Context: an optimization exercise on an open-source flow, tuned for a short achievable clock period and few clock cycles. The choices shown serve that exercise and are no tape-out recipe. In this exercise RTL edits were held to simulation tests only and were not proved equivalent to the original. Power figures rest on the tool's default switching activity, not on a simulated workload.

==> inputs of run Z <==
==> flow/design.v (excerpt) <==
module top (
    input wire clk,
    input wire rst,
    output wire [31:0] imem_addr,
    input  wire [31:0] imem_rdata,
    output wire [31:0] dmem_addr,
    output wire [31:0] dmem_wdata,
    output wire        dmem_we,
    input  wire [31:0] dmem_rdata
);
  reg rst_q;
  always @(posedge clk or posedge rst) begin
    if (rst) rst_q <= 1'b1;
    else rst_q <= 1'b0;
  end
  wire        hold;
  wire        redirect;
  wire [31:0] redirect_pc;
  wire [31:0] pc_f;
  wire [31:0] pc_o;
  wire        lp_hit;
  wire        lp_taken;
  wire [31:0] lp_tgt;
  reg  [31:0] ir;
  reg  [31:0] pc_d;
  reg         valid_d;
  reg         lp_hit_d;     
  reg         valid_e;
  reg         wr_e;         
  reg         load_e;
  reg         div_e;        
  reg         rem_e;
  reg  [ 4:0] rd_e;
  reg  [ 3:0] op_e;
  reg  [31:0] a_e;
  reg  [31:0] b_e;
  reg         byp_a;        
  reg         byp_b;
  reg  [31:0] maddr_e;
  ...
clock: 145.0 ns
lec_check: 0
cap_margin: 40
core_margin: 2
core_utilization: 22
place_density: 0.3
slew_margin: 40
run.sh (not shown) runs the stock make flow with config.mk's settings and CLKGATE_MAP_FILE= SYNTH_SCRIPT=/design/flow/synth_recipe.tcl, a recipe that flattens the netlist after the stock synthesis.
==> run D: changes against run Z <==
==> flow/flow/run.sh (new file) <==
#!/bin/bash
# Own layout flow: the standard flow, except that after placement the
# buffers buffer_ports put on the I/O ports (the smallest delay buffer) are
# replaced with sky130_fd_sc_hd__buf_4 and the placement is legalized again.
# Each tool's output goes to its own log in the work folder.
set -euo pipefail
RES=orfs/results/$FLOW_PLATFORM/top/base
bash standard.sh synth floorplan place > std_place.log 2>&1
PLACE_ODB=$RES/3_place.odb PLACE_SDC=$RES/3_place.sdc \
  LIB=$FLOW_HOME/platforms/sky130hd/lib/sky130_fd_sc_hd__tt_025C_1v80.lib \
  PORT_BUF=sky130_fd_sc_hd__buf_4 \
  openroad -no_init -exit flow/ports.tcl > ports.log 2>&1
bash standard.sh finish > std_finish.log 2>&1
test -f out/final.def
==> flow/flow/ports.tcl (new file) <==
# Upsize the buffers that buffer_ports put on the I/O ports (the standard flow
# leaves the smallest delay buffer there), then legalize the placement again.
set odb $::env(PLACE_ODB)
read_liberty $::env(LIB)
read_db $odb
read_sdc $::env(PLACE_SDC)
set n 0
foreach inst [get_cells {input* output*}] {
  set m [get_property [get_lib_cells -of_objects $inst] name]
  if {[string match "sky130_fd_sc_hd__clkdlybuf*" $m] || [string match "sky130_fd_sc_hd__buf_*" $m] || [string match "sky130_fd_sc_hd__clkbuf_*" $m] || [string match "sky130_fd_sc_hd__dlygate*" $m]} {
    replace_cell $inst $::env(PORT_BUF)
    incr n
  }
}
puts "ports.tcl: replaced $n port buffers with $::env(PORT_BUF)"
detailed_placement
check_placement -verbose
write_db $odb
==> flow/standard.sh (new file) <==
#!/bin/bash
# synth_recipe.tcl (not shown) runs the flow's synth.tcl, then flattens the netlist and writes it again
# the make line also repeats each setting of config.mk as NAME=value (left out here)
make -C /OpenROAD-flow-scripts/flow DESIGN_CONFIG=/design/flow/config.mk WORK_HOME=/design/flow/orfs CLKGATE_MAP_FILE= SYNTH_SCRIPT=/design/flow/synth_recipe.tcl "${@:-finish}"
- CAP_MARGIN: 40 -> 20
- SLEW_MARGIN: 40 -> 20
- SYNTH_HIERARCHICAL: default -> 1
removed: flow/run.sh
==> reports/results.tsv <==
stage	metric	value	unit
placed_design	Routability Congestion	1.04	
critical_path	most frequent CP cell	a21oi_1	
grt	GRT met1 Usage	0.464	
run	max-cap violations	0	
critical_path	crit path max fanout	36	
power	worst vdd ir	0.0317	mV
detailed_routing	initial drt markers	27000	
synthesis	largest family of logic cells by synthesized area	compound AO/OA/AOI/OAI gates	
floorplanning	Die Wd	805	um
layout	final core utilization	0.261	
layout	Seq area share	0.268	
outcome	outcome	finished clean	
The numbers above come from run Z.

==> reports/results.tsv <==
stage	metric	value	unit
run	max-cap violations	1	
critical_path	R2R Path End	div_inst.rem[18]	
layout	Seq area share	0.261	
placed_design	Routability Congestion	0.980	
grt	GRT met1 Usage	0.404	
critical_path	crit path max fanout	1	
layout	final core utilization	0.256	
layout	Biggest Area Class	multi-input combinational cells	
layout	multi-input gate count	12200	
layout	buffer share of cell area	0.0445	
detailed_routing	initial drt markers	25900	
outcome	Failing Checks	capacitance limit	
critical_path	CP Data Arrival Time	1.45	ns
layout	clock buf count	282	
outcome	outcome	failed layout checks	
cts	Worst-Skew Late Latency	1.08	ns
layout	number of inserted diodes	142	
layout	clk cell area share	0.0426	
The numbers above come from run D.

Testbench counts of run Z, summed over its fixed seeds: cycles 36,545.
Testbench counts of run D, summed over its fixed seeds: cycles 36,545.

-- static timing again, ports no longer ideal --
In the flow no input, the clock included, has a driving cell. The finished layouts below were timed again as built, in two steps.
Step 1, drivers: a clkbuf_16 drives clk and a buf_2 each remaining input, both assumed.
Step 2 adds t to the input delays and takes it off the output delays; t is the mean of the earliest and latest rising clock arrival at the registers after step 1. Input paths then give back, and output paths get back, about the clock's delay inside the block.
Three values: no drivers, after step 1, after step 2; two values: the first two.
| run | shift t [ns] | slack for setup (ns) | worst slew at a driven data input, ns |
|---|---|---|---|
| run Z | 1.131 | 112.935 / 112.935 / 112.634 | 0.11 |
| run D | 1.144 | 114.551 / 114.410 / 113.608 | 0.17 |
The setup slack of run D, which loses most, moves by -0.141 ns with the drivers and by -0.943 ns with both steps.
